This design comes from an exercise in tuning for small area on the open sky130 flow, not from production work.
At most, simulation tests tie the RTL to the original design; equivalence was not proved.
For runs 1 and 2, only the layout was checked, not whether the RTL still works.
Power figures rest on the tool's default switching activity, not on a simulated workload.

==> flow/design.v <==
module clk_1us(clk,rst,cnt,half,tick);
input clk,rst;
output reg [3:0]cnt;
output reg half;
output tick;
wire wrap = cnt[3] && cnt[1] && cnt[0];		 
assign tick = wrap && !half;
always @(posedge clk or negedge rst)
	if (!rst)
		begin
		cnt<=4'd0;
		half<=1'b0;
		end
	else
		begin
		half<=half^wrap;
		cnt<=wrap ? 4'd0 : {cnt[3]^(cnt[2]&cnt[1]&cnt[0]), cnt[2]^(cnt[1]&cnt[0]), cnt[1]^cnt[0], ~cnt[0]};
		end
endmodule
module clk_1ms(clk,rst,p23,p0,tick,post);
input clk,rst;
input p23;
input p0;
output tick;
output post;
reg [9:0]cnt;
reg [9:0]dec;
reg b;
integer k;
always @*
	begin
	b = p23;
	for (k=0;k<10;k=k+1)
		begin
		dec[k] = cnt[k]^b;
		b = b & ~cnt[k];
		end
	end
wire zero = (cnt==10'd0);
assign tick = p23 && zero;
assign post = p0 && ((cnt & 10'd999)==10'd999);
always @(posedge clk or negedge rst)
	if (!rst)
		cnt<=10'd499;
	else
		cnt<=tick ? 10'd999 : dec;
endmodule
module ds18b20_test(clk,rst,ce,ds_in,ds_out,ds_oe,data,Flag_CmdSET);
input clk;
input rst;
input ce;
input ds_in;
output reg ds_out;
output reg ds_oe;
output	reg [11:0]data;
output   reg Flag_CmdSET;
parameter state_0  = 0;
parameter state_1  = 1;
parameter state_2  = 2;
parameter state_3  = 3;
parameter state_4  = 4;
parameter state_5  = 5;
parameter state_6  = 6;
parameter state_7  = 7;
parameter state_8  = 8;
parameter state_9  = 9;
parameter state_10  = 10;
parameter state_11  = 11;
reg [11:0] cnt;
reg [12:0] sr;
reg b1, b2, cy;
wire s5_sum = ds_in ^ b2 ^ cy;
wire s5_cy = (ds_in & b2) | (cy & (ds_in ^ b2));
reg cnt_clr, cnt_inc;
reg i_clr, i_inc;
reg data_inc, data_load;
reg sample;
function has;		 
input [11:0] c;
input [11:0] k;
has = ((c & k) == k);
endfunction
reg Flag_Rst;
reg [3:0] Rststate;
task Rst_DS18B20;
	begin
	 case(Rststate)
	 state_0 :
			 begin
			  Flag_Rst <= 0;
			  ds_out <= 1; ds_oe <= 1'b1;
			  cnt_clr = 1;
			  Rststate <= state_1;
			 end
	 state_1 :
			 begin
			  ds_out <= 0; ds_oe <= 1'b1;
			  if(has(cnt,12'd601))
				  begin
					cnt_clr = 1;
					Rststate <= state_2;
					ds_out <= 1; ds_oe <= 1'b1;
				  end
			  else
					cnt_inc = 1;
			 end
	 state_2 :
			 begin
				  if(has(cnt,12'd61))
					  begin
						cnt_clr = 1;
						Rststate <= state_3;
					  end
				  else
						cnt_inc = 1;
			 end
	 state_3 :
			 begin
			  ds_oe <= 1'b0;
			  Rststate <= state_4;
			 end
	 state_4 :
			 begin
				  if(has(cnt,12'd7))
					  begin
						cnt_clr = 1;
						Rststate <= state_5;
					  end
				  else
						cnt_inc = 1;
			 end
	 state_5 :
			 begin
				  cnt_clr = 1;
				  if(ds_in == 1'b0)
						Rststate <= state_6;
				  else
						Rststate <= state_9;
			 end
	 state_6 :
		begin
			if(has(cnt,12'd240))
				  begin
					cnt_clr = 1;
					Rststate <= state_7;
				  end
			  else
					cnt_inc = 1;
		end
	 state_7 :
			 begin
			  if(ds_in == 1'b1)
					Rststate <= state_8;
			  else
					Rststate <= state_0;
			 end
	 state_8 :
			 begin
			  Flag_Rst <= 1;
			  cnt_clr = 1;
			  ds_out <= 1'b1; ds_oe <= 1'b1;
			  Rststate <= state_0;
			 end
	 default :	 
			 begin
				if(has(cnt,12'd301))
					begin
					 cnt_clr = 1;
					 Rststate <= state_0;
					end
				else
					 cnt_inc = 1;
			end
	 endcase
	end
endtask
reg[3:0] i;
reg Flag_Write;
reg[2:0] WrState;
task Write_DS18B20;
	input [7:0] dcmd;
	begin
		 case(WrState)
			 state_0 :
				 begin
					Flag_Write <= 0;
					WrState <= state_1;
					ds_out <= 1'b1; ds_oe <= 1'b1;
					i_clr = 1;
				 end
			 state_1 :
				 begin
					if(!i[3])
						begin
							wBit_DS18B20(dcmd[i[2:0]]);
							if(Flag_wBit)
								i_inc = 1;
						end
					else
						begin
						WrState <= state_2;
						i_clr = 1;
						end
				 end
			 state_2 :
				begin
				ds_out <= 1'b1; ds_oe <= 1'b1;
				WrState <= state_3;
				end
			 state_3 :
				begin
				WrState <= state_4;
				end
			default:	 
				 begin
				  Flag_Write <= 1'b1;
				  WrState <= state_0;
				 end
		 endcase
	end
endtask
reg Flag_wBit;
reg[2:0] WriteBitstate;
task wBit_DS18B20;
input wiBit;
	begin
		 case(WriteBitstate)
		 state_0 :
			 begin
			  Flag_wBit <= 1'b0;
			  ds_out <= 1'b0; ds_oe <= 1'b1;
			  cnt_clr = 1;
			  WriteBitstate <= state_1;
			 end
		 state_1 :
			 begin
			  if(has(cnt,12'd16))
				begin
				  cnt_clr = 1;
				  WriteBitstate <= state_2;
				end
			  else
					cnt_inc = 1;
			 end
		 state_2 :
			 begin
				ds_out <= wiBit; ds_oe <= 1'b1;
				WriteBitstate <= state_3;
			 end
		 state_3 :
				begin
				  if(has(cnt,12'd60))
					  begin
						cnt_clr = 1;
						WriteBitstate <= state_4;
					  end
				  else
						cnt_inc = 1;
				end
		 state_4 :
			 begin
			 ds_out <= 1; ds_oe <= 1'b1;
			 WriteBitstate <= state_5;
			 end
		 state_5 :
			 begin
			  if(has(cnt,12'd3))
				  begin
					cnt_clr = 1;
					WriteBitstate <= state_6;
				  end
			  else
					cnt_inc = 1;
			 end
		 default :	 
			 begin
			  Flag_wBit <= 1;
			  cnt_clr = 1;
			  WriteBitstate <= state_0;
			 end
		endcase
	end
endtask
reg Flag_Read;
reg [1:0] Readstate;
task Read_DS18B20;
	begin
		 case(Readstate)
			 state_0 :
				 begin
				  Flag_Read <= 0;
				  Readstate <= state_1;
				  i_clr = 1;
				 end
			 state_1 :
				 begin
					  rBit_DS18B20;
					  if(Flag_rBit)
						  begin
								if(i[2:0] != 3'd7)
									i_inc = 1;
								else
									begin
									 Readstate <= state_2;
									 i_clr = 1;
									end
						  end
				 end
			 default :	 
				 begin
				  Flag_Read <= 1;
				  Readstate <= state_0;
				 end
		 endcase
	end
endtask
reg Flag_rBit;
reg[2:0] ReadBitstate;
task rBit_DS18B20;
	begin
		 case(ReadBitstate)
				 state_0 :
					 begin
					  Flag_rBit <= 1'b0;
					  ds_out <= 1'b0; ds_oe <= 1'b1;
					  cnt_clr = 1;
					  ReadBitstate <= state_1;
					 end
				 state_1 :
					 begin
						if(has(cnt,12'd2))
							begin
							ds_out <= 1'b1; ds_oe <= 1'b1;
							cnt_clr = 1;
							ReadBitstate <= state_2;
							end
						else
							cnt_inc = 1;
					 end
				state_2 :
					 begin
					 if(has(cnt,12'd4))
							begin
							ds_oe <= 1'b0;
							cnt_clr = 1;
							ReadBitstate <= state_3;
							end
						else
							cnt_inc = 1;
					 end
				state_3 :
					 begin
						  if(has(cnt,12'd2))
							  begin
								sample = 1;
								data_inc = ds_in;
								cnt_clr = 1;
								ReadBitstate <= state_4;
							  end
						  else
								cnt_inc = 1;
					 end
				state_4 :
					 begin
					  if(has(cnt,12'd60))
						  begin
							cnt_clr = 1;
							ReadBitstate <= state_5;
						  end
					  else
							cnt_inc = 1;
					 end
				default :	 
					 begin
					  ds_out <= 1'b1; ds_oe <= 1'b1;
					  Flag_rBit <= 1'b1;
					  cnt_clr = 1;
					  ReadBitstate <= state_0;
					 end
		 endcase
	end
endtask
reg [3:0] CmdSETstate;
task CmdSETDS18B20;
	begin
		 case(CmdSETstate)
		 state_0 :
			 begin
			  Flag_CmdSET <= 0;
			  Rst_DS18B20;
			  if(Flag_Rst)
				CmdSETstate <= state_1;
			 end
		 state_1 :
			 begin
			  Write_DS18B20(8'hCC);
			  if(Flag_Write) CmdSETstate <= state_2;
			 end
		 state_2 :
			 begin
			  Write_DS18B20(8'h44);
			  if(Flag_Write) CmdSETstate <= state_3;
			 end
		 state_3 :
			 begin
			  if(has(cnt,12'd3513))
				  begin
					cnt_clr = 1;
					CmdSETstate <= state_5;
				  end
			  else
					cnt_inc = 1;
			 end
		 state_5 :
			 begin
				Rst_DS18B20;
				if(Flag_Rst)
					CmdSETstate <= state_6;
			 end
		 state_6 :
			 begin
			  Write_DS18B20(8'hcc);
			  if(Flag_Write) CmdSETstate <= state_7;
			 end
		 state_7 :
			 begin
				Write_DS18B20(8'hbe);
			  if(Flag_Write) CmdSETstate <= state_8;
			 end
		 state_8 :
			 begin
			  Read_DS18B20;
			  if(Flag_Read) CmdSETstate <= state_9;
			 end
		 state_9 :
			 begin
			  Read_DS18B20;
			  if(Flag_Read) CmdSETstate <= state_10;
			 end
		 state_10 :
			 begin
			  data_load = 1;
			  CmdSETstate <= state_11;
			 end
		 default :	 
			 begin
			  Flag_CmdSET <= 1;
			  CmdSETstate <= state_0;
			 end
		 endcase
	end
endtask
reg [11:0] cnt_nx;
reg [11:0] data_nx;
reg c;
integer k;
always@(posedge clk or negedge rst)
begin
	if(!rst)
	begin
		data <= 12'd0;
		Flag_Rst <= 1'b0;
		Rststate <= 4'd0;
		cnt <= 12'd0;
		i <= 4'd0;
		Flag_Write <= 1'b0;
		WrState <= 3'd0;
		Flag_wBit <= 1'b0;
		WriteBitstate <= 3'd0;
		Flag_Read <= 1'b0;
		Readstate <= 2'd0;
		Flag_rBit <= 1'b0;
		ReadBitstate <= 3'd0;
		CmdSETstate <= 4'd0;
		Flag_CmdSET <= 1'b0;
		ds_out <= 1'b1;
		ds_oe <= 1'b0;
		b1 <= 1'b0;
		b2 <= 1'b0;
		cy <= 1'b0;
	end
	else
	begin
		cnt_clr = 0; cnt_inc = 0;
		i_clr = 0; i_inc = 0;
		data_inc = 0; data_load = 0;
		sample = 0;
		if(ce)
			CmdSETDS18B20;
		c = cnt_inc;
		for (k=0;k<12;k=k+1)
			begin
			cnt_nx[k] = cnt[k]^c;
			c = c & cnt[k];
			end
		cnt <= cnt_clr ? 12'd0 : cnt_nx;
		if(i_clr)
			i <= 4'd0;
		else if(i_inc)
			i <= {i[3]^(i[2]&i[1]&i[0]), i[2]^(i[1]&i[0]), i[1]^i[0], ~i[0]};
		c = data_inc;
		for (k=0;k<12;k=k+1)
			begin
			data_nx[k] = data[k]^c;
			c = c & data[k];
			end
		data <= data_load ? sr[11:0] : data_nx;
		if(sample)
			begin
			b1 <= ds_in;
			b2 <= b1;
			cy <= s5_cy;
			end
		else if(data_load)
			begin
			b1 <= 1'b0;
			b2 <= 1'b0;
			cy <= 1'b0;
			end
	end
end
always@(posedge clk)
	if(ce && CmdSETstate[3] && !CmdSETstate[1] && Readstate==2'd1 && ReadBitstate==3'd3 && has(cnt,12'd2))
		sr <= {s5_sum, sr[12:1]};
endmodule
module key_rc(clk,rst,ce,post,key1,key2,key3,rise1,rise2,rise3);
input		clk;
input		rst;
input		ce;
input		post;
input		key1;
input		key2;
input		key3;
output	rise1;
output	rise2;
output	rise3;
reg	[5:0]pos;
reg	[1:0]key_value;
wire none = key1&key2&key3;
wire at0  = (pos==6'd0);
wire at23 = (pos==6'd23);
wire at24 = (pos==6'd24);
wire at25 = (pos==6'd25);
wire at27 = (pos==6'd27);
wire at33 = pos[5] & pos[0];		 
wire first6 = post && at27;
assign rise1 = first6 && (key_value==2'd1);
assign rise2 = first6 && (key_value==2'd2);
assign rise3 = first6 && (key_value==2'd3);
wire clr = ce && ((at23 && none) || at33);
wire adv = ce && !(at0 && none) && !(at25 && !none) && !(at23 && none) && !at33;
reg [5:0] pos_inc;
reg c;
integer k;
always @*
	begin
	c = adv;
	for (k=0;k<6;k=k+1)
		begin
		pos_inc[k] = pos[k]^c;
		c = c & pos[k];
		end
	end
always @(posedge clk or negedge rst)
	if(!rst)
	begin
		pos<=6'd0;
		key_value<=2'd0;
	end
	else
	begin
		pos <= clr ? 6'd0 : pos_inc;
		if(ce && at24)
			begin
			if		 ((!key1)&key2&key3)
				key_value<=2'd1;
			else if(key1&(!key2)&key3)
				key_value<=2'd2;
			else if(key1&key2&(!key3))
				key_value<=2'd3;
			else
				key_value<=2'd0;
			end
	end
endmodule
module	data_change(clk,rst,rise1,rise2,rise3,dw_h,dw_t,dw_u,show_flag,flash_flag);
input	clk;
input	rst;
input	rise1;
input	rise2;
input	rise3;
output	reg [3:0]dw_h;
output	reg [3:0]dw_t;
output	reg [3:0]dw_u;
output	reg show_flag;
output	reg	[1:0]flash_flag;
function [3:0] dnext;
input [3:0] d;
dnext = (d[3] & d[0]) ? 4'd0 : {d[3]^(d[2]&d[1]&d[0]), d[2]^(d[1]&d[0]), d[1]^d[0], ~d[0]};
endfunction
always @(posedge clk or negedge rst)
	if(!rst)
	show_flag<=1'b0;
	else if(rise3)
	show_flag<=~show_flag;
always @(posedge clk or negedge rst)
	if(!rst)
		begin
		dw_h<=4'd2;
		dw_t<=4'd0;
		dw_u<=4'd0;
		end
	else if(rise2 && show_flag)
		case(flash_flag)
		2'd0: dw_u <= dnext(dw_u);
		2'd1: dw_t <= dnext(dw_t);
		2'd2: dw_h <= dnext(dw_h);
		default: ;
		endcase
always @(posedge clk or negedge rst)
	if(!rst)
	flash_flag<=2'b0;
	else if(rise1 && show_flag)
	flash_flag <= {flash_flag[0], ~flash_flag[1] & ~flash_flag[0]};
endmodule
module led_show(clk,rst,ce,ph_cnt,flash_flag,show_flag,cs,dw_h,dw_t,dw_u,data_show,data,sta_p1,sta_p2,pid_sel,pid_show);
input		clk;
input		rst;
input		ce;
input		[3:0]ph_cnt;
input		show_flag;
input		[1:0]flash_flag;
input		[11:0]data_show;
input		[3:0]dw_h;
input		[3:0]dw_t;
input		[3:0]dw_u;
input    [6:0]pid_sel;
input    [1:0]pid_show;
output	reg[3:0]cs;
output	[7:0]data;
output   [7:0]sta_p1;
output   [7:0]sta_p2;
function [6:0] seg7;
	input [3:0] v;
	case(v)
		4'd0:seg7=7'h40;
		4'd1:seg7=7'h79;
		4'd2:seg7=7'h24;
		4'd3:seg7=7'h30;
		4'd4:seg7=7'h19;
		4'd5:seg7=7'h12;
		4'd6:seg7=7'h02;
		4'd7:seg7=7'h78;
		4'd9:seg7=7'h10;
		4'd10:seg7=7'h7F;
		4'd11:seg7=7'h0C;
		4'd12:seg7=7'h4F;
		4'd13:seg7=7'h21;
		default:seg7=7'h00;
	endcase
endfunction
function [7:0] seg8;
	input [3:0] v;
	case(v)
		4'd0:seg8=8'hC0;
		4'd1:seg8=8'hF9;
		4'd2:seg8=8'hA4;
		4'd3:seg8=8'hB0;
		4'd4:seg8=8'h99;
		4'd5:seg8=8'h92;
		4'd6:seg8=8'h82;
		4'd7:seg8=8'hF8;
		4'd8:seg8=8'h80;
		4'd9:seg8=8'h90;
		4'd15:seg8=8'hFF;
		default:seg8=8'h00;
	endcase
endfunction
reg			[3:0]led_code;
reg			led_b7;
reg			[3:0]p1_code;
reg			[3:0]p2_code;
reg			[1:0]cs_count;
reg			[8:0]flash_count;
reg			flash_single_flag;
reg         [9:0]pid_count;
reg         [3:0]sta_p1_in;
reg         [3:0]sta_p2_in;
assign data = {led_b7, seg7(led_code)};
assign sta_p1 = seg8(p1_code);
assign sta_p2 = seg8(p2_code);
wire pid_lock = (pid_count!=10'd0);
wire pid_mode = (pid_show!=2'b00) || pid_lock;
wire [11:0] x = pid_mode ? {5'b00000,pid_sel} : data_show;
wire xb = x[4'd11-ph_cnt];
wire first = (ph_cnt==4'd0);
reg [3:0] r1, r2;
reg [2:0] q2;
wire [3:0] r1_in = first ? 4'd0 : r1;
wire [3:0] r2_in = first ? 4'd0 : r2;
wire [2:0] q2_in = first ? 3'd0 : q2;
function [4:0] dstep;		 
input [3:0] r;
input b;
begin
	case(r)
	4'd5: dstep = {1'b1, 3'd0, b};
	4'd6: dstep = {1'b1, 3'd1, b};
	4'd7: dstep = {1'b1, 3'd2, b};
	4'd8: dstep = {1'b1, 3'd3, b};
	4'd9: dstep = {1'b1, 3'd4, b};
	default: dstep = {1'b0, r[2:0], b};
	endcase
end
endfunction
wire [4:0] st1 = dstep(r1_in, xb);
wire qb1 = st1[4];
wire [3:0] r1_nx = st1[3:0];
wire [4:0] st2 = dstep(r2_in, qb1);
wire qb2 = st2[4];
wire [3:0] r2_nx = st2[3:0];
wire [3:0] q2_nx = {q2_in,qb2};
always @(posedge clk)
	begin
	r1 <= r1_nx;
	r2 <= r2_nx;
	q2 <= q2_nx[2:0];
	end
wire [3:0] t_u = r1_nx;
wire [3:0] t_h = q2_nx;
wire [3:0] pid_tens = q2_nx[0] ? {1'b1, r2_nx[1], ~r2_nx[1], r2_nx[0]} : r2_nx;
wire [3:0] hund = show_flag ? dw_h : t_h;
wire hund_blank = (hund==4'd0 || hund==4'd10);
wire hund_digit = !hund[3] || (!hund[2] && !hund[1]);
wire flash_en = ce && !pid_mode && show_flag;
wire flash_wrap = ((flash_count & 9'd500)==9'd500);
wire pid_en = ce && pid_mode;
wire pid_wrap = ((pid_count & 10'd1000)==10'd1000);
reg [8:0] fc_inc;
reg [9:0] pc_inc;
reg c;
integer k;
always @*
	begin
	c = flash_en;
	for (k=0;k<9;k=k+1)
		begin
		fc_inc[k] = flash_count[k]^c;
		c = c & flash_count[k];
		end
	c = pid_en;
	for (k=0;k<10;k=k+1)
		begin
		pc_inc[k] = pid_count[k]^c;
		c = c & pid_count[k];
		end
	end
always@(posedge clk or negedge rst)
	if(!rst)
		begin
		flash_count<=9'd0;
		pid_count<=10'd0;
		end
	else
		begin
		flash_count <= (flash_en && flash_wrap) ? 9'd0 : fc_inc;
		pid_count <= (pid_en && pid_wrap) ? 10'd0 : pc_inc;
		end
always@(posedge clk or negedge rst)
	if(!rst)
	begin
		cs<=4'd0;
		led_code<=4'd8;
		led_b7<=1'b0;
		p1_code<=4'd10;
		p2_code<=4'd10;
		cs_count<=2'd0;
		flash_single_flag<=1'b0;
		sta_p1_in<=4'd0;
		sta_p2_in<=4'd0;
	end
	else if(ce)
	begin
	if(!pid_mode)
		begin
			cs_count <= {cs_count[0], ~cs_count[1] & ~cs_count[0]};
			if(show_flag)
				begin
				if(flash_wrap)
					flash_single_flag<=~flash_single_flag;
				end
			case(cs_count)
			2'd0:
				begin
				cs <= (show_flag && flash_flag==2'd2 && !flash_single_flag) ? 4'b1111 : 4'b0111;
				led_code <= hund_blank ? 4'd10 : hund_digit ? hund : 4'd8;
				led_b7 <= hund_blank || hund_digit;
				end
			2'd1:
				begin
				cs <= (show_flag && flash_flag==2'd1 && !flash_single_flag) ? 4'b1111 : 4'b1011;
				if(show_flag)
					begin
					led_code <= dw_t;
					led_b7 <= 1'b0;
					end
				else
					led_b7 <= ~led_b7;
				end
			default:
				begin
				cs <= (show_flag && flash_flag==2'd0 && !flash_single_flag) ? 4'b1111 : 4'b1101;
				led_code <= show_flag ? dw_u : t_u;
				led_b7 <= 1'b1;
				end
			endcase
			p1_code<=4'd15;
			p2_code<=4'd15;
		end
	else
		begin
		case(pid_show)
		2'd1: begin cs<=4'b0111; led_code<=4'd11; led_b7<=1'b1; end
		2'd2: begin cs<=4'b0111; led_code<=4'd12; led_b7<=1'b1; end
		2'd3: begin cs<=4'b0111; led_code<=4'd13; led_b7<=1'b1; end
		default: ;
		endcase
		if(pid_show!=2'd0)
			begin
			sta_p1_in<=pid_tens;
			sta_p2_in<=t_u;
			end
		p1_code<=sta_p1_in;
		p2_code<=sta_p2_in;
		end
	end
endmodule
module work_unity(clk,rst,ce,ph_cnt,ph_half,data_changing,dw_h,dw_t,dw_u,ds_data,d_para,heater_open,fan_open,work_c,hl4);
input clk;
input rst;
input ce;
input [3:0]ph_cnt;
input ph_half;
input data_changing;
input [3:0]dw_h;
input [3:0]dw_t;
input [3:0]dw_u;
input	[11:0]ds_data;
input [6:0]d_para;
output reg heater_open;
output reg fan_open;
output reg work_c;
output reg [7:0]hl4;
function [13:0] add14;
input [13:0] a;
input [13:0] b;
input ci;
reg c;
integer k;
begin
	c = ci;
	for (k=0;k<14;k=k+1)
		begin
		add14[k] = a[k]^b[k]^c;
		c = (a[k]&b[k]) | (c&(a[k]^b[k]));
		end
end
endfunction
reg [1:0]contCMD;
reg [12:0]nerr;		 
reg [9:0] h100;
always @*
	case(dw_h)
	4'd1: h100 = 10'd100;
	4'd2: h100 = 10'd200;
	4'd3: h100 = 10'd300;
	4'd4: h100 = 10'd400;
	4'd5: h100 = 10'd500;
	4'd6: h100 = 10'd600;
	4'd7: h100 = 10'd700;
	4'd8: h100 = 10'd800;
	4'd9: h100 = 10'd900;
	default: h100 = 10'd0;
	endcase
wire [13:0] tu = add14({7'd0,dw_t,3'b000}, {9'd0,dw_t,1'b0}, 1'b0);		 
wire [13:0] tu2 = add14(tu, {10'd0,dw_u}, 1'b0);					 
wire [13:0] dw = add14({4'd0,h100}, tu2, 1'b0);
wire [13:0] nd14 = add14({2'b00,ds_data}, ~dw, 1'b1);			 
wire [12:0] nd = nd14[12:0];		 
wire eq = (nd == 13'd0);
wire nd_pos = !nd[12] && !eq;
wire hot = !nd[12] && (|nd[11:1]);
wire ge11 = (|nd[11:4]) || (nd[3] && (nd[2] || (nd[1] && nd[0])));
wire ge_m10 = (&nd[11:4]) && (nd[3:0] >= 4'd6);	 
wire far = nd[12] ? !ge_m10 : ge11;
wire [13:0] d3 = add14({6'd0,d_para,1'b0}, {7'd0,d_para}, 1'b0);	 
wire [13:0] m14 = add14({d3[10:0],3'b000}, {7'd0,d_para}, 1'b0);	 
wire [11:0] m = m14[11:0];
wire mb = m[4'd11-ph_cnt];
wire start = (ph_cnt==4'd0) && !ph_half;
reg [13:0] acc;
wire [13:0] addend = mb ? {nerr[12],nerr} : 14'd0;
always @(posedge clk)
	acc <= add14(start ? 14'd0 : {acc[12:0],1'b0}, addend, 1'b0);
wire gt250 = (|acc[12:8]) || ((&acc[7:3]) && (acc[2] || (acc[1] && acc[0])));
wire [7:0] hl_d = acc[13] ? 8'd0 : gt250 ? 8'd250 : acc[7:0];
always @(posedge clk or negedge rst)
begin
	if(!rst)
	begin
		heater_open<=0;
		fan_open<=0;
		contCMD<=0;
		work_c<=0;
		nerr<=0;
		hl4<=0;
	end
	else if(ce)
	begin
	if(!data_changing)
		case(contCMD)
		2'd0:
			begin
			work_c<=0;
			fan_open<=0;
			if(far) contCMD<=2'd1;
			end
		2'd1:
			begin
			work_c<=1;
			if(eq) contCMD<=2'd2;
			nerr<=nd;
			if(nd_pos)
				hl4<=0;
			else if(!eq)
				hl4<=8'd250;
			else
				hl4<=hl_d;
			fan_open<=hot;
			heater_open<=!hot;
			end
		2'd2:
			if(!eq) contCMD<=2'd1;
		default: ;
		endcase
	else
		begin
		heater_open<=0;
		contCMD<=0;
		work_c<=0;
		nerr<=0;
		hl4<=0;
		end
	end
end
endmodule
module heatercontrol(clk,rst,ce,heater_open,hl4,heater_con);
input clk;
input rst;
input ce;
input heater_open;
input [7:0]hl4;
output reg heater_con;
reg [9:0]point_now;
reg lt;
reg [9:0] pn_inc;
reg c;
integer k;
always @*
	begin
	lt = 1'b0;		 
	for (k=0;k<8;k=k+1)
		lt = (~point_now[k+2] & hl4[k]) | (~(point_now[k+2]^hl4[k]) & lt);
	end
wire lt1010 = ((point_now & 10'd1010) != 10'd1010);
wire run = ce && heater_open;
wire step = lt || lt1010;
always @*
	begin
	c = run && step;
	for (k=0;k<10;k=k+1)
		begin
		pn_inc[k] = point_now[k]^c;
		c = c & point_now[k];
		end
	end
always @(posedge clk or negedge rst)
begin
   if(!rst)
      begin
         heater_con<=1'b0;
         point_now<=10'd0;
      end
   else
      begin
      point_now <= (run && !step) ? 10'd0 : pn_inc;
      if(ce)
         heater_con <= heater_open && (lt || !lt1010);
      end
end
endmodule
module pid_parameter(clk,rst,ce,change_p,k_p,k_i,k_d,d_pa,sel,pid_show);
input clk;
input rst;
input ce;
input change_p;
input k_p;
input k_i;
input k_d;
output reg [6:0]d_pa;
output [6:0]sel;
output [1:0]pid_show;
reg [6:0]p_pa;
reg [6:0]i_pa;
reg	[5:0]pos;
reg	[1:0]key_value;
wire none = k_p&k_i&k_d;
wire at0  = (pos==6'd0);
wire at23 = (pos==6'd23);
wire at24 = (pos==6'd24);
wire at25 = (pos==6'd25);
wire at26 = (pos==6'd26);
wire at51 = (pos==6'd51);
wire in6to8 = (pos>=6'd27) && (pos<=6'd50);
assign sel = (key_value==2'd1) ? p_pa : (key_value==2'd2) ? i_pa : d_pa;
assign pid_show = in6to8 ? key_value : 2'd0;
wire en = ce && !change_p;
wire clr = en && ((at23 && none) || at51);
wire adv = en && !(at0 && none) && !(at25 && !none) && !(at23 && none) && !at51;
reg [5:0] pos_inc;
reg [6:0] sel_inc;
reg c;
integer k;
always @*
	begin
	c = adv;
	for (k=0;k<6;k=k+1)
		begin
		pos_inc[k] = pos[k]^c;
		c = c & pos[k];
		end
	c = 1'b1;
	for (k=0;k<7;k=k+1)
		begin
		sel_inc[k] = sel[k]^c;
		c = c & sel[k];
		end
	end
always @(posedge clk or negedge rst)
   if(!rst)
   begin
		p_pa<=7'd70;
		i_pa<=7'd10;
		d_pa<=7'd4;
		pos<=6'd0;
		key_value<=2'd0;
   end
   else
   begin
		pos <= clr ? 6'd0 : pos_inc;
		if(en && at24)
			begin
			if		 ((!k_p)&k_i&k_d)
				key_value<=2'd1;
			else if(k_p&(!k_i)&k_d)
				key_value<=2'd2;
			else if(k_p&k_i&(!k_d))
				key_value<=2'd3;
			else
				key_value<=2'd0;
			end
		if(en && at26)
			case(key_value)
			2'd1: p_pa<=sel_inc;
			2'd2: i_pa<=sel_inc;
			2'd3: d_pa<=sel_inc;
			default: ;
			endcase
	end
endmodule
module Tempreture(clk,rst,ds_in,ds_out,ds_oe,led,cs,key1,key2,key3,key_p,key_i,key_d,static_p1,static_p2,work_status,show_flag_wire,heater_status,fan_status,heater_control,loopfin);
input		key1,key2,key3,key_p,key_i,key_d;
input		rst;
input		clk;
input		ds_in;
output	ds_out;
output	ds_oe;
output	[3:0]cs;
output	[7:0]led;
output   [7:0]static_p1;
output   [7:0]static_p2;
output   work_status;
output   show_flag_wire;
output   heater_status;
output   fan_status;
output  heater_control;
output loopfin;
wire [3:0]us_cnt;
wire us_half;
wire tick_1us;
wire tick_1ms;
wire [11:0]temp_data;
wire [3:0]dw_h, dw_t, dw_u;
wire [1:0]flash_flag_wire;
wire rise1, rise2, rise3;
wire post_1ms;
wire [7:0]hl4;
wire [6:0]PID_SEL;
wire [6:0]D_PARA;
wire [1:0]pid_show_wire;
wire loopfin_rise = loopfin && us_half && (us_cnt==4'd0);
clk_1us U1(
			.clk(clk),
			.rst(rst),
			.cnt(us_cnt),
			.half(us_half),
			.tick(tick_1us)
			);
clk_1ms U2(
			.clk(clk),
			.rst(rst),
			.p23(us_half && (us_cnt==4'd11)),
			.p0(!us_half && (us_cnt==4'd0)),
			.tick(tick_1ms),
			.post(post_1ms)
			);
ds18b20_test U3(
				.clk(clk),
				.rst(rst),
				.ce(tick_1us),
				.ds_in(ds_in),
				.ds_out(ds_out),
				.ds_oe(ds_oe),
				.data(temp_data),
				.Flag_CmdSET(loopfin)
				);
key_rc	U4(
			.clk(clk),
			.rst(rst),
			.ce(tick_1ms),
			.post(post_1ms),
			.key1(key1),
			.key2(key2),
			.key3(key3),
			.rise1(rise1),
			.rise2(rise2),
			.rise3(rise3)
			);
data_change	U5(
				.clk(clk),
				.rst(rst),
				.rise1(rise1),
				.rise2(rise2),
				.rise3(rise3),
				.dw_h(dw_h),
				.dw_t(dw_t),
				.dw_u(dw_u),
				.show_flag(show_flag_wire),
				.flash_flag(flash_flag_wire)
				);
led_show	U6(
			.clk(clk),
			.rst(rst),
			.ce(tick_1ms),
			.ph_cnt(us_cnt),
			.flash_flag(flash_flag_wire),
			.show_flag(show_flag_wire),
			.cs(cs),
			.dw_h(dw_h),
			.dw_t(dw_t),
			.dw_u(dw_u),
			.data_show(temp_data),
			.data(led),
			.sta_p1(static_p1),
			.sta_p2(static_p2),
			.pid_sel(PID_SEL),
			.pid_show(pid_show_wire)
			);
work_unity U7(
			.clk(clk),
			.rst(rst),
			.ce(loopfin_rise),
			.ph_cnt(us_cnt),
			.ph_half(us_half),
			.data_changing(show_flag_wire),
			.dw_h(dw_h),
			.dw_t(dw_t),
			.dw_u(dw_u),
			.ds_data(temp_data),
			.d_para(D_PARA),
			.heater_open(heater_status),
			.fan_open(fan_status),
			.work_c(work_status),
			.hl4(hl4)
			);
heatercontrol U8(
			.clk(clk),
			.rst(rst),
			.ce(tick_1us),
			.heater_open(heater_status),
			.hl4(hl4),
			.heater_con(heater_control)
			);
pid_parameter U9(
			.clk(clk),
			.rst(rst),
			.ce(tick_1ms),
			.change_p(show_flag_wire),
			.k_p(key_p),
			.k_i(key_i),
			.k_d(key_d),
			.d_pa(D_PARA),
			.sel(PID_SEL),
			.pid_show(pid_show_wire)
			);
endmodule
==> flow/run.sh <==
#!/bin/bash
# synth_recipe.tcl (not shown) runs the flow's synth.tcl, then flattens the netlist and writes it again
# the make line also repeats each setting of config.mk as NAME=value (left out here)
make -C /OpenROAD-flow-scripts/flow DESIGN_CONFIG=/design/flow/config.mk WORK_HOME=/design/flow/orfs CLKGATE_MAP_FILE= SYNTH_SCRIPT=/design/flow/synth_recipe.tcl finish
==> flow/config.mk <==
export PLATFORM = sky130hd
export DESIGN_NAME = Tempreture
export DESIGN_NICKNAME = Tempreture
export VERILOG_FILES = /design/flow/design.v
export SDC_FILE = /design/flow/constraint.sdc
export NUM_CORES = 4
export LEC_CHECK = 0
export ABC_AREA = 1
export CAP_MARGIN = 20
export CORE_MARGIN = 2
export CORE_UTILIZATION = 60
export CTS_BUF_LIST = sky130_fd_sc_hd__clkbuf_4
export CTS_CLUSTER_DIAMETER = 50
export CTS_CLUSTER_SIZE = 8
export PLACE_DENSITY = 0.7
export SLEW_MARGIN = 20
==> flow/constraint.sdc <==
create_clock -name core_clock -period 25.0 [get_ports {clk}]
set_input_delay 5.0000 -clock core_clock [delete_from_list [all_inputs] [get_ports {clk}]]
set_output_delay 5.0000 -clock core_clock [all_outputs]
set_load 0.01 [all_outputs]
==> results.yml, run 1 <==
status:
  status: "no timing/DRC/antenna violations"
grt:
  overflow: 0
  grt_pass1_wl_um: 53700
  grt_max_degree: 77
  antenna_found_initial: 1
  grt_pass1_vias: 11400
  grt_usage_pct: 24.7
logic_synthesis:
  synth.net_count: 1990
  syn_inst: 1804
  syn_area_mm2: 0.0149
  ys_seq_area_share_pct: 41.2
  syn_avg_cell_area_um2: 8.26
  synth_seq_cells: 247
  yosys_warnings: 9
  yosys.cell_types.count: 62
sta:
  drv_slew: 0
  fin_crit_ns: 8.89
  worst_pin_slew_ns: 0.948
  finClkSkew_ns: 0.0451
  max_freq_ghz: 0.112
  period_share_pct: 35.6
  setup_viol: 0
  rsz0062_at_grt: "no"
  hold_viol_final: 0
  timing.setup.tns_ns: 0
  slew_headroom_pct: 36.8
clock_tree:
  cts_buffer_depth: 3
  htreeDepth: 2
  clkSlewWorstSetupHoldPaths_ns: 0.10
  insertion_delay_ns: 0.65
  cts_tree: "built"
  numCtsBuffers: 39
  root_buffer: "clkbuf_4"
  postCtsSetupRepairBufs: 0
  cts.sinks: 247
  cts_resized: 0
  postCtsHoldBufs: 0
setup_path:
  reg2reg_to: "U7.acc[13]"
  r2r_cells: 32
  worst_path_most_repeated_cell: "fa_1"
  criticalPathCategory: "register to register"
  critPathRequiredTime_ns: 25.54
  regToRegStartpoint: "U9.d_pa[2]"
  cp_slowest_cell: "dfstp_2"
  worst_setup_path_end_kind: "register"
  arrival_ns: 9.43
  cp_slowest_stage_delay_ns: 0.56
  start_kind: "register"
  reg2reg_slack_ns: 16.11
  cp_max_fo: 11
die:
  rows: 57
  die_y_um: 162
  coreArea_mm2: 0.0243
  initial_utilization_pct: 61.3
  io_pins: 45
  die-area_mm2: 0.0261
  die_w_um: 162
power_and_ir_drop:
  netSwitchingFraction_pct: 23.1
  power.leakage_nw: 8.45
  internal-power_w: 0.000520
  power_frac_comb_pct: 1.5
  pwr-share-seq_pct: 59.4
  max-vdd-ir-drop_mv: 0.0363
  clockPowerShare_pct: 39.1
  switchingPower_w: 0.000156
  pwr_density_cell_mw_per_mm2: 41.8
detailed_routing:
  avgRoutedWirePerCell_um: 13.9
  detail-route-antenna-nets: 0
  m1WireLength_um: 14800
  met3WireLength_um: 1440
  drc: 0
  firstDrtPassIters: 5
  via_per_inst: 5.27
  num_vias: 11700
  drt_iter0_markers: 773
  top_layer_used: "met4"
  wl_met2_um: 14100
  routed_wl_um: 30800
job:
  max_cap_violations: 0
layout:
  nets: 2050
  areaGrowthSynthToFinish_pct: 8.51
  finalNonFillerCells: 2220
  drive_gt1_share_pct: 7.07
worst_hold_path:
  min_path_cells: 2
  whs_endpoint: "U6.q2[1]"
  worstHoldStart: "U6.q2[0]"
  hp-class: "register to register"
placement:
  place_congestion: 0.877
  dp_hpwl_um: 23000
  dp_cells: 2147
  numPortBuffers: 44
worst max path at each step:
stage	startpoint	endpoint	depth (start not counted)
after global routing	U9.d_pa[2]	U7.acc[13]	32
after floorplan	U9.d_pa[2]	U7.acc[13]	33
after detailed placement	U9.d_pa[2]	U7.acc[13]	32
after CTS	U9.d_pa[2]	U7.acc[13]	32
after global placement	U9.d_pa[2]	U7.acc[13]	32
final	U9.d_pa[2]	U7.acc[13]	32
cell type report:
type                            count  area (um^2)
Multi-Input combinational cell   1182         7320
Clock inverter                      7         33.8
Sequential cell                   247         6150
Fill cell                        2114         8150
Antenna cell                        2         5.00
Timing Repair Buffer               49          482
Clock buffer                       64          480
Inverter                          345         1300
Tap cell                          324          405
cells by family after synthesis:
kind of cell    synth area share (%)
simple gates                    20.2
buf+inv                         9.69
compound gates                  10.9
flops                           41.2
fa+ha+maj                       16.9
xor+xnor                        1.06
sequential cells by signal (all words and copies together), names as in the netlist, 8 cells and up:
register and count:
U7.acc 14, U3.sr 13, U7.nerr 13, U3.cnt 12, U3.data 12, U2.cnt 10
U6.pid_count 10, U8.point_now 10, U6.flash_count 9, U7.hl4 8
metrics by stage:
stage | instance area, um^2 | hold slack, ns | total power, W | util, % | setup WS [ns]
global route | 16200 | 0.458 | 0.000706 | 66.5 | 15.58
finish | 16200 | 0.432 | 0.000676 | 66.5 | 16.11
global placement | 15600 | 0.403 | 0.000420 | 64.3 | 16.23
detailed placement | 15600 | 0.406 | 0.000420 | 64.3 | 16.10
floorplan | 14900 | 0.400 | 0.000411 | - | 16.45
CTS | 16200 | 0.433 | 0.000686 | 66.5 | 16.10
cells in the final DEF, fill, tap and decap left out, types with 8 or more instances in the layout:
cell type,n
inv_2,10
dfstp_2,20
ha_1,136
nand3_1,78
xnor2_1,9
dfrtp_1,189
nor4_1,11
clkbuf_4,64
edfxtp_1,13
o21ai_1,13
o22ai_1,17
nor2_1,168
nand4_1,25
fa_1,41
dfxtp_1,25
nand2_1,344
xor2_1,9
a21oi_1,69
nor2_2,8
inv_1,331
o21ai_0,144
clkdlybuf4s50_1,43
nor3_1,36
routing by layer:
| layer | vias up | global-route usage (%) |
|---|---|---|
| met5 | - | 0 |
| met4 | 0 | 5.40 |
| met3 | 43 | 3.80 |
| met2 | 226 | 40.3 |
| met1 | 5480 | 35.3 |
| li1 | 5952 | - |
power by group through the flow:
stage | Combinational, W | Sequential [W] | Clock [W]
final | 0.00000983 | 0.000402 | 0.000264
after global routing | 0.0000118 | 0.000402 | 0.000293
after CTS | 0.0000105 | 0.000402 | 0.000274
after detailed placement | 0.0000104 | 0.000410 | 0
after global placement | 0.0000103 | 0.000410 | 0
after floorplan | 0.00000136 | 0.000410 | 0
synthesized netlist by cell type, drive strengths merged:
cell,n,area share (%)
ha,136,11
fa,41,5.5
o21bai,2,0.10
dfrtp,189,32
o22ai,17,0.71
a41oi,3,0.18
a211oi,5,0.25
inv,342,8.6
a31oi,4,0.17
a21oi,70,2.4
or2,2,0.084
nor3b,2,0.10
o21a,6,0.30
nor3,40,1.5
nand4,26,1.1
o211ai,7,0.35
o21ai,157,5.3
a221oi,2,0.12
o31ai,3,0.15
o221ai,2,0.12
and3,1,0.042
dfxtp,25,3.4
clkinv,3,0.084
nand3b,1,0.050
dfstp,20,3.5
a21boi,1,0.050
xor2,9,0.53
buf,13,0.55
a32o,1,0.067
nor4,13,0.65
nand3,79,2.7
clkbuf,17,0.43
xnor2,9,0.53
and2,1,0.042
or3,1,0.042
a22oi,2,0.10
edfxtp,13,2.6
a32oi,2,0.12
nand2,348,8.9
a311oi,2,0.12
o2111ai,3,0.18
a21o,1,0.050
o311ai,1,0.059
nor2,181,5.0
a2111oi,1,0.059
worst max-delay path, delay by kind of cell (launching register included):
| kind | cells | cell delay [ns] |
|---|---|---|
| xor+xnor | 2 | 0.32 |
| simple gates | 3 | 0.43 |
| flops | 1 | 0.56 |
| compound gates | 2 | 0.22 |
| fa+ha+maj | 18 | 6.57 |
| buf+inv | 7 | 0.70 |
==> inputs of run 2 (changes only) <==
--- a/flow/config.mk
+++ b/flow/config.mk
@@ -9,8 +9,8 @@
 export CAP_MARGIN = 20
 export CORE_MARGIN = 2
 export CORE_UTILIZATION = 60
-export CTS_BUF_LIST = sky130_fd_sc_hd__clkbuf_4
-export CTS_CLUSTER_DIAMETER = 50
-export CTS_CLUSTER_SIZE = 8
+export CTS_BUF_LIST = sky130_fd_sc_hd__clkbuf_16
+export CTS_CLUSTER_DIAMETER = 80
+export CTS_CLUSTER_SIZE = 20
 export PLACE_DENSITY = 0.7
 export SLEW_MARGIN = 20
==> results.yml, run 2 <==
logic_synthesis:
  synthFlopType: "dfrtp_1"
  yosysTopAreaCell: "dfrtp_1"
  synth_fa_ha_area_share_pct: 16.9
  synth_top_family_by_area: "simple AND/OR/NAND/NOR gates"
  synth-edff-count: 13
  synthSimpleGateAreaFrac_pct: 20.2
  yosys.cell_types.count: 62
  ys_top_cells_by_count: "nand2_1 (344), inv_1 (331), dfrtp_1 (189), nor2_1 (168), o21ai_0 (144)"
  synth_compound_area_share_pct: 10.9
  yosys_warnings: 9
  syn_area_mm2: 0.0149
  yosysMostFrequentCell: "nand2_1"
  synth.net_count: 1990
  ys_seq_area_share_pct: 41.2
  syn_inst: 1804
  synth_seq_cells: 247
  synth.top_cell.area_share_pct: 31.7
  syn_avg_cell_area_um2: 8.26
  yosys.area_share.xor_xnor_pct: 1.06
  synthMuxAreaShare_pct: 0
  yosys-top-cells-area: "dfrtp_1 (32%), ha_1 (11%), nand2_1 (8.7%)"
  async_reset_ff_share_pct: 84.6
power_and_ir_drop:
  max-vdd-ir-drop_mv: 0.0626
  power.leakage_nw: 8.40
  pwr_density_cell_mw_per_mm2: 41.7
sta:
  rsz0062_at_grt: "no"
  worst_pin_slew_ns: 0.950
  fin_crit_ns: 8.95
  max_freq_ghz: 0.112
  fin_hold_ws_ns: 0.433
  finClkSkew_ns: 0.0195
  setup_viol: 0
  slew_headroom_pct: 36.7
  timing.setup.tns_ns: 0
  period_share_pct: 35.8
  drv_slew: 0
  hold_viol_final: 0
detailed_routing:
  routed_wl_um: 30500
  drt_iter0_markers: 748
  avgRoutedWirePerCell_um: 14.0
  via_per_inst: 5.31
  firstDrtPassIters: 5
  detail-route-antenna-nets: 0
  num_vias: 11500
  drc: 0
clock_tree:
  root_buffer: "clkbuf_16"
  postCtsSetupRepairBufs: 0
  numCtsBuffers: 16
  cts.sinks: 247
  clkSlewWorstSetupHoldPaths_ns: 0.09
  htreeDepth: 1
  cts_resized: 0
  cts_buffer_depth: 3
  cts_tree: "built"
  insertion_delay_ns: 0.50
  postCtsHoldBufs: 0
layout:
  areaGrowthSynthToFinish_pct: 8.20
  fillers: 2094
  final_common_cell: "nand2_1"
  largestRegisters: "U7.acc: 14 flops, U3.sr: 13 flops, U7.nerr: 13 flops"
  nets: 2027
  largest_reg_flops: 14
  final_area_mm2: 0.0161
  final_cell_mix: "nand2_1 (344), inv_1 (339), dfrtp_1 (189)"
  drive_gt1_share_pct: 4.59
  top_register: "U7.acc"
  diodes: 0
die:
  die_y_um: 162
  io_pins: 45
  initial_utilization_pct: 61.3
  rows: 57
  coreArea_mm2: 0.0243
  die-area_mm2: 0.0261
  die_w_um: 162
setup_path:
  start_kind: "register"
  cp_slowest_cell: "dfstp_2"
  criticalPathCategory: "register to register"
  critPathRequiredTime_ns: 25.40
  worst_setup_path_end_kind: "register"
  cp_max_fo: 11
  worst_path_most_repeated_cell: "fa_1"
  arrival_ns: 9.35
  cp_slowest_stage_delay_ns: 0.56
grt:
  overflow: 0
  grt_usage_pct: 24.3
  grt_pass1_wl_um: 53100
  grt_pass1_vias: 11200
  grt_max_degree: 77
  antenna_found_initial: 0
placement:
  place_congestion: 0.877
  dp_hpwl_um: 23000
  numPortBuffers: 44
  post_dp_cell_area_mm2: 0.0156
job:
  max_cap_violations: 0
status:
  status: "no timing/DRC/antenna violations"
worst_hold_path:
  hp-class: "register to register"
==> run 2: cell types whose count changed in the layout (fill, tap and decap cells not counted) <==
cell,before,now
diode_2,2,0
clkbuf_4,64,0
clkinv_1,5,3
clkinv_2,4,2
clkbuf_16,0,17
inv_6,0,1
clkinvlp_4,1,0
inv_1,331,339
==> run 2: through the flow <==
| step | power, W | worst slack (ns) | std cells | util, % |
|---|---|---|---|---|
| 6_report | 0.000673 | 16.05 | 2175 | 66.3 |
| 5_1_grt | 0.000696 | 15.54 | 2175 | 66.3 |
| 4_1_cts | 0.000682 | 16.04 | 2175 | 66.3 |
| 3_5_place_dp | 0.000420 | 16.10 | 2147 | 64.3 |
| 3_3_place_gp | 0.000420 | 16.23 | 2147 | 64.3 |
| 2_1_floorplan | 0.000411 | 16.45 | 1804 | - |
==> run 2: path summary, 6_finish.rpt <==
path | start | to | slack, ns | depth (start not counted)
max | U9.d_pa[2] | U7.acc[13] | 16.05 | 32
max reg2reg | U9.d_pa[2] | U7.acc[13] | 16.05 | 32
min | U6.q2[0] | U6.q2[1] | 0.43 | 2
min in group asynchronous | rst | U8.point_now[7] | 4.49 | 1
max in group asynchronous | rst | U9.p_pa[3] | 19.10 | 2
min reg2reg | U6.q2[0] | U6.q2[1] | 0.43 | 2
==> run 2: cell families after synthesis <==
group	Yosys count
XOR/XNOR	18
flip-flops	247
buffers and inverters	375
adder cells (fa/ha/maj)	177
AND/OR/NAND/NOR	695
AO/OA/AOI/OAI	292
==> run 2: layout make-up <==
type / instances / area, um^2 / share of cell area [%]
clock buffer: 17 / 425 / 2.64
clock inverter: 11 / 47.5 / 0.295
inverter: 345 / 1300 / 8.06
multi-input combinational: 1182 / 7320 / 45.4
sequential: 247 / 6150 / 38.1
tap: 324 / 405 / 2.51
timing repair buffer: 49 / 482 / 2.99
==> run 2: worst max-delay path, delay by kind of cell, from the launching register on <==
kind	cells	cell delay (ns)
flip-flops	1	0.56
AO/OA/AOI/OAI	2	0.22
AND/OR/NAND/NOR	3	0.41
buffers and inverters	7	0.71
XOR/XNOR	2	0.33
adder cells (fa/ha/maj)	18	6.62
==> run 2: layer usage <==
metal / share of wire (%) / vias up / GRT usage, % / wire [um]
met2: 46 / 185 / 40.1 / 14000
li1: - / 5869 / - / -
met4: 1.5 / 0 / 4.30 / 465
met1: 49 / 5459 / 35.4 / 14900
met3: 3.5 / 34 / 2.85 / 1070
met5: 0 / - / 0 / 0
==> run 2: report_power, final <==
part           internal (W)  switching, W
Combinational    0.00000191    0.00000792
Clock              0.000124      0.000137
Sequential         0.000401   0.000000138
Total              0.000528      0.000145
==> inputs of run 3 (changes only) <==
--- a/flow/design.v
+++ b/flow/design.v
@@ -692,7 +692,22 @@
 wire pid_lock = (pid_count!=10'd0);
 wire pid_mode = (pid_show!=2'b00) || pid_lock;
 wire [11:0] x = pid_mode ? {5'b00000,pid_sel} : data_show;
-wire xb = x[4'd11-ph_cnt];
+reg xb;		 
+always @*
+	case(ph_cnt)
+	4'd0: xb = x[11];
+	4'd1: xb = x[10];
+	4'd2: xb = x[9];
+	4'd3: xb = x[8];
+	4'd4: xb = x[7];
+	4'd5: xb = x[6];
+	4'd6: xb = x[5];
+	4'd7: xb = x[4];
+	4'd8: xb = x[3];
+	4'd9: xb = x[2];
+	4'd10: xb = x[1];
+	default: xb = x[0];
+	endcase
 wire first = (ph_cnt==4'd0);
 reg [3:0] r1, r2;
 reg [2:0] q2;
@@ -896,7 +911,22 @@
 wire [13:0] d3 = add14({6'd0,d_para,1'b0}, {7'd0,d_para}, 1'b0);	 
 wire [13:0] m14 = add14({d3[10:0],3'b000}, {7'd0,d_para}, 1'b0);	 
 wire [11:0] m = m14[11:0];
-wire mb = m[4'd11-ph_cnt];
+reg mb;		 
+always @*
+	case(ph_cnt)
+	4'd0: mb = m[11];
+	4'd1: mb = m[10];
+	4'd2: mb = m[9];
+	4'd3: mb = m[8];
+	4'd4: mb = m[7];
+	4'd5: mb = m[6];
+	4'd6: mb = m[5];
+	4'd7: mb = m[4];
+	4'd8: mb = m[3];
+	4'd9: mb = m[2];
+	4'd10: mb = m[1];
+	default: mb = m[0];
+	endcase
 wire start = (ph_cnt==4'd0) && !ph_half;
 reg [13:0] acc;
 wire [13:0] addend = mb ? {nerr[12],nerr} : 14'd0;
==> results.yml, run 3 <==
status:
  status: "no timing/DRC/antenna violations"
clock_tree:
  cts_resized: 0
  cts.sinks: 247
  numCtsBuffers: 16
  clkSlewWorstSetupHoldPaths_ns: 0.08
  htreeDepth: 1
  cts_tree: "built"
  insertion_delay_ns: 0.50
  postCtsSetupRepairBufs: 0
  cts_buffer_depth: 3
  root_buffer: "clkbuf_16"
  postCtsHoldBufs: 0
grt:
  antenna_found_initial: 0
  gr-usage-met3_pct: 2.22
  grt_pass1_vias: 11300
  grtUsageMet2_pct: 42.0
  overflow: 0
  grt_max_degree: 80
  top_usage_layer: "met2"
  use_met1_pct: 33.5
  grt_usage_pct: 24.4
  grt_pass1_wl_um: 52900
sta:
  drv_slew: 0
  fin_crit_ns: 8.72
  max_freq_ghz: 0.115
  setup_viol: 0
  worst_pin_slew_ns: 0.907
  hold_viol_final: 0
  finClkSkew_ns: 0.0125
  period_share_pct: 34.9
  slew_headroom_pct: 39.5
  timing.setup.tns_ns: 0
  rsz0062_at_grt: "no"
detailed_routing:
  firstDrtPassIters: 5
  drc: 0
  avgRoutedWirePerCell_um: 14.1
  routed_wl_um: 30700
  drt_iter0_markers: 700
  via_per_inst: 5.26
  num_vias: 11500
  detail-route-antenna-nets: 0
logic_synthesis:
  yosysTopAreaCell: "dfrtp_1"
  yosysMostFrequentCell: "nand2_1"
  syn_inst: 1807
  syn_area_mm2: 0.0150
  synth.net_count: 1993
  syn_avg_cell_area_um2: 8.31
  yosys.cell_types.count: 72
  synth.top_cell.area_share_pct: 31.5
  yosys-top-cells-area: "dfrtp_1 (31%), ha_1 (11%), nand2_1 (10%)"
  async_reset_ff_share_pct: 84.6
  synth_seq_cells: 247
  synthFlopType: "dfrtp_1"
  ys_top_cells_by_count: "nand2_1 (402), inv_1 (328), dfrtp_1 (189), nor2_1 (149), ha_1 (136)"
  yosys_warnings: 9
  synth-edff-count: 13
  ys_seq_area_share_pct: 40.9
layout:
  top_register: "U7.acc"
  final_common_cell: "nand2_1"
  areaGrowthSynthToFinish_pct: 8.27
  final_cell_mix: "nand2_1 (402), inv_1 (334), dfrtp_1 (189)"
  largest_reg_flops: 14
  nets: 2035
  largestRegisters: "U7.acc: 14 flops, U3.sr: 13 flops, U7.nerr: 13 flops"
  diodes: 0
  final_area_mm2: 0.0163
  fillers: 2091
  drive_gt1_share_pct: 5.76
setup_path:
  reg2reg_slack_ns: 16.28
  regToRegStartpoint: "U9.d_pa[0]"
  r2r_cells: 32
  criticalPathCategory: "register to register"
  worst_setup_path_end_kind: "register"
  cp_slowest_cell: "fa_1"
  start_kind: "register"
  cp.buffers_inverters: 4
  critPathRequiredTime_ns: 25.39
  cp_slowest_stage_delay_ns: 0.48
  worst_path_most_repeated_cell: "fa_1"
  critPathTopFamily: "adder cells"
  arrival_ns: 9.11
  cp_max_fo: 12
  reg2reg_to: "U7.acc[13]"
placement:
  post_dp_cell_area_mm2: 0.0158
  dp_hpwl_um: 23500
  numPortBuffers: 44
  place_congestion: 0.922
worst_hold_path:
  whs_endpoint: "U3.sr[11]"
  min_path_cells: 0
  worstHoldStart: "U3.sr[12]"
  hp-class: "register to register"
die:
  rows: 57
  initial_utilization_pct: 61.4
  io_pins: 45
  coreArea_mm2: 0.0245
  die-area_mm2: 0.0263
  die_w_um: 162
  die_y_um: 162
power_and_ir_drop:
  max-vdd-ir-drop_mv: 0.0573
  pwr_density_cell_mw_per_mm2: 41.3
  power.leakage_nw: 8.57
job:
  max_cap_violations: 0
==> run 3: cell types whose count changed after synthesis, moves of 12 or more <==
cell	change
a21oi_1	-18
nand2_1	+58
nor2_1	-19
o21ai_0	-12
o21ai_1	-12
==> run 3: layout make-up <==
class / count / area (um^2) / area share [%]
clock inverter: 11 / 43.8 / 0.269
inverter: 339 / 1280 / 7.86
clock buffer: 17 / 425 / 2.62
timing repair buffer: 49 / 485 / 2.99
multi-input combinational: 1196 / 7470 / 46.0
tap: 324 / 405 / 2.49
sequential: 247 / 6150 / 37.8
==> run 3: worst max path at each step <==
stage	startpoint	end	cells past startpoint
5_1_grt	U9.d_pa[0]	U7.acc[13]	32
2_1_floorplan	U9.d_pa[2]	U7.acc[13]	31
6_report	U9.d_pa[0]	U7.acc[13]	32
3_5_place_dp	U9.d_pa[2]	U7.acc[13]	31
3_3_place_gp	U9.d_pa[2]	U7.acc[13]	31
4_1_cts	U9.d_pa[2]	U7.acc[13]	31
==> run 3: kinds of logic after synthesis <==
family	count (synthesis)	synth area share, %
AO/OA/AOI/OAI	258	10.1
XOR/XNOR	18	1.10
adder cells (fa/ha/maj)	177	16.8
buffers and inverters	364	9.33
flip-flops	247	40.9
multiplexers	2	0.142
AND/OR/NAND/NOR	741	21.6
==> run 3: per-layer routing <==
layer | wire [um] | up-vias | part of all wire (%)
li1 | - | 5864 | -
met5 | 0 | - | 0
met4 | 741 | 0 | 2.4
met3 | 979 | 54 | 3.2
met2 | 14500 | 181 | 47
met1 | 14500 | 5387 | 47
==> run 3: power by group <==
group / total [W] / internal [W] / switching, W
sequential: 0.000401 / 0.000401 / 0.000000122
clock: 0.000260 / 0.000124 / 0.000136
combinational: 0.00000988 / 0.00000200 / 0.00000788
==> run 3: through the flow <==
| stage | util (%) | setup WS (ns) | hold WS, ns | total power (W) | cells |
|---|---|---|---|---|---|
| after floorplan | - | 16.86 | 0.400 | 0.000411 | 1807 |
| after global placement | 64.5 | 16.48 | 0.409 | 0.000420 | 2155 |
| after detailed placement | 64.5 | 16.28 | 0.407 | 0.000420 | 2155 |
| after CTS | 66.4 | 16.28 | 0.435 | 0.000680 | 2183 |
| after global routing | 66.5 | 15.76 | 0.450 | 0.000694 | 2183 |
| final | 66.5 | 16.28 | 0.433 | 0.000672 | 2183 |
==> inputs of run 4 (changes only) <==
==> flow/flow/run.sh (new file) <==
#!/bin/bash
# The standard layout (bash standard.sh: ORFS from the standard synthesis to
# finish) with two changes made through ORFS's own variables:
# - port buffers are the smallest buffer (buf_1) instead of the one ORFS picks;
# - clock tree synthesis inserts no dummy loads.
set -euo pipefail
export BUFFER_PORTS_ARGS="-buffer_cell sky130_fd_sc_hd__buf_1"
export CTS_ARGS="-sink_clustering_enable -repair_clock_nets -dont_use_dummy_load -sink_clustering_size 20 -sink_clustering_max_diameter 80 -buf_list sky130_fd_sc_hd__clkbuf_16"
bash standard.sh > standard_flow.log 2>&1
==> flow/standard.sh (new file) <==
#!/bin/bash
# synth_recipe.tcl (not shown) runs the flow's synth.tcl, then flattens the netlist and writes it again
# the make line also repeats each setting of config.mk as NAME=value (left out here)
make -C /OpenROAD-flow-scripts/flow DESIGN_CONFIG=/design/flow/config.mk WORK_HOME=/design/flow/orfs CLKGATE_MAP_FILE= SYNTH_SCRIPT=/design/flow/synth_recipe.tcl "${@:-finish}"
removed: flow/run.sh
==> results.yml, run 4 <==
die:
  io_pins: 45
  rows: 57
  die-area_mm2: 0.0263
  coreArea_mm2: 0.0245
  die_y_um: 162
  die_w_um: 162
  initial_utilization_pct: 61.4
setup_path:
  cp_max_fo: 12
  r2r_cells: 30
  worst_setup_path_end_kind: "register"
  reg2reg_to: "U7.acc[13]"
  arrival_ns: 9.17
  criticalPathCategory: "register to register"
  regToRegStartpoint: "U9.d_pa[0]"
  critPathRequiredTime_ns: 25.38
  worst_path_most_repeated_cell: "fa_1"
  cp_slowest_cell: "fa_1"
  reg2reg_slack_ns: 16.21
  cp_slowest_stage_delay_ns: 0.48
  start_kind: "register"
placement:
  post_dp_cell_area_mm2: 0.0155
  dp_hpwl_um: 23500
  dp_cells: 2155
  place_congestion: 0.900
  numPortBuffers: 44
grt:
  overflow: 0
  antenna_found_initial: 0
  grt_usage_pct: 24.3
  grt_pass1_wl_um: 52700
  grt_max_degree: 151
  grt_pass1_vias: 11300
logic_synthesis:
  synth-edff-count: 13
  yosys.cell_types.count: 72
  yosysTopAreaCell: "dfrtp_1"
  yosys-top-cells-area: "dfrtp_1 (31%), ha_1 (11%), nand2_1 (10%)"
  synth.top_cell.area_share_pct: 31.5
  syn_avg_cell_area_um2: 8.31
  syn_inst: 1807
  syn_area_mm2: 0.0150
  synth_seq_cells: 247
  synth.net_count: 1993
  ys_top_cells_by_count: "nand2_1 (402), inv_1 (328), dfrtp_1 (189), nor2_1 (149), ha_1 (136)"
  yosysMostFrequentCell: "nand2_1"
  yosys_warnings: 9
  ys_seq_area_share_pct: 40.9
  async_reset_ff_share_pct: 84.6
  synthFlopType: "dfrtp_1"
layout:
  largestRegisters: "U7.acc: 14 flops, U3.sr: 13 flops, U7.nerr: 13 flops"
  utilization_pct: 65.1
  fillers: 2142
  final_cell_mix: "nand2_1 (402), inv_1 (328), dfrtp_1 (189)"
  largest_reg_flops: 14
  areaGrowthSynthToFinish_pct: 6.04
  final_common_cell: "nand2_1"
  drive_gt1_share_pct: 5.63
  diodes: 0
  top_register: "U7.acc"
  final_area_mm2: 0.0159
  finalNonFillerCells: 2171
  nets: 2035
sta:
  fin_hold_ws_ns: 0.429
  worst_pin_slew_ns: 0.843
  hold_viol_final: 0
  max_freq_ghz: 0.114
  rsz0062_at_grt: "no"
  drv_slew: 0
  setup_viol: 0
  fin_crit_ns: 8.79
  finClkSkew_ns: 0.0335
  timing.setup.tns_ns: 0
  period_share_pct: 35.2
  slew_headroom_pct: 43.8
clock_tree:
  cts_tree: "built"
  cts_resized: 0
  postCtsSetupRepairBufs: 0
  clkSlewWorstSetupHoldPaths_ns: 0.08
  insertion_delay_ns: 0.50
  cts_buffer_depth: 3
  htreeDepth: 1
  root_buffer: "clkbuf_16"
  cts.sinks: 247
  postCtsHoldBufs: 0
  numCtsBuffers: 16
detailed_routing:
  avgRoutedWirePerCell_um: 14.1
  num_vias: 11500
  routed_wl_um: 30600
  detail-route-antenna-nets: 0
  via_per_inst: 5.31
  drt_iter0_markers: 676
  drc: 0
  firstDrtPassIters: 6
worst_hold_path:
  worstHoldStart: "U6.q2[1]"
  whs_endpoint: "U6.q2[2]"
  hp-class: "register to register"
  min_path_cells: 2
status:
  status: "no timing/DRC/antenna violations"
power_and_ir_drop:
  power.leakage_nw: 8.39
  max-vdd-ir-drop_mv: 0.0463
  pwr_density_cell_mw_per_mm2: 41.1
job:
  max_cap_violations: 0
==> run 4: cell counts after synthesis <==
No cell type changed its count.
==> run 4: how the worst max path moves through the flow <==
stage / cells after the start / slack (ns) / from / endpoint
CTS: 30 / 16.22 / U9.d_pa[0] / U7.acc[13]
global placement: 31 / 16.47 / U9.d_pa[2] / U7.acc[13]
finish: 30 / 16.21 / U9.d_pa[0] / U7.acc[13]
floorplan: 31 / 16.86 / U9.d_pa[2] / U7.acc[13]
detailed placement: 31 / 16.22 / U9.d_pa[2] / U7.acc[13]
global route: 31 / 15.84 / U9.d_pa[2] / U7.acc[13]
==> run 4: where the power goes <==
part	switching [W]	internal, W
combinational	0.00000787	0.00000125
sequential	0.000000112	0.000401
clock	0.000130	0.000114
total	0.000138	0.000517
==> run 4: cell families (layout without fill, tap and decap cells) <==
| family | after synthesis | after routing | synth area share (%) |
|---|---|---|---|
| AOI/OAI and AO/OA | 258 | 258 | 10.1 |
| xor gates and xnor gates | 18 | 18 | 1.10 |
| adders and majority gates | 177 | 177 | 16.8 |
| buffers and inverters | 364 | 404 | 9.33 |
| DFF | 247 | 247 | 40.9 |
| muxes | 2 | 2 | 0.142 |
| and+or+nand+nor | 741 | 741 | 21.6 |
==> run 4: layer usage <==
layer  track usage (%)  routed length (um)  vias to the layer above
met2              42.1               14800                      225
li1                  -                   -                     5864
met3              2.48                1200                       53
met5                 0                   0                        -
met1              33.2               13900                     5395
met4              5.87                 647                        0
==> run 4: critical path, delay by kind of cell (launching register included) <==
| kind | cells | cell delay, ns |
|---|---|---|
| xor+xnor | 2 | 0.30 |
| simple gates | 5 | 0.69 |
| fa+ha+maj | 20 | 7.06 |
| buf+inv | 2 | 0.15 |
| flops | 1 | 0.42 |
| compound gates | 1 | 0.04 |
==> run 4: stage by stage <==
step,setup slack (ns),total power [W]
5_1_grt,15.84,0.000680
3_5_place_dp,16.22,0.000419
3_3_place_gp,16.47,0.000419
6_report,16.21,0.000655
4_1_cts,16.22,0.000665
2_1_floorplan,16.86,0.000411
==> run 4: layout make-up <==
| type | instances | area [um^2] | share of cell area [%] |
|---|---|---|---|
| Multi-Input combinational cell | 1196 | 7470 | 46.9 |
| Clock buffer | 16 | 400 | 2.51 |
| Inverter | 339 | 1280 | 8.02 |
| Tap cell | 324 | 405 | 2.55 |
| Sequential cell | 247 | 6150 | 38.6 |
| Timing Repair Buffer | 49 | 219 | 1.38 |

port drivers added, routing unchanged:
In the flow no input, the clock included, has a driving cell. The finished layouts below were timed again as built, in two steps. Step 1 (the two cells are an assumption about what drives the block):
set clk [get_ports {clk}]
set_driving_cell -lib_cell sky130_fd_sc_hd__clkbuf_16 $clk
set_driving_cell -lib_cell sky130_fd_sc_hd__buf_2 [delete_from_list [all_inputs] $clk]
Step 2 moves the port delays by t, midway between the first and last clock arrival at a register: inputs arrive t later, outputs are due t later. That takes back most of the time a late clock gives input paths. a / b / c = no drivers / after step 1 / after step 2; a / b = the first two.
run	t (ns)	slack for setup (ns)	worst slew at a driven data input, ns
run 1	0.668	16.107 / 16.107 / 16.107	0.04
run 2	0.540	16.053 / 16.053 / 16.053	0.04
run 3	0.538	16.278 / 16.278 / 16.278	0.04
run 4	0.536	16.205 / 16.205 / 16.205	0.03
After both steps every run listed still meets setup and hold.
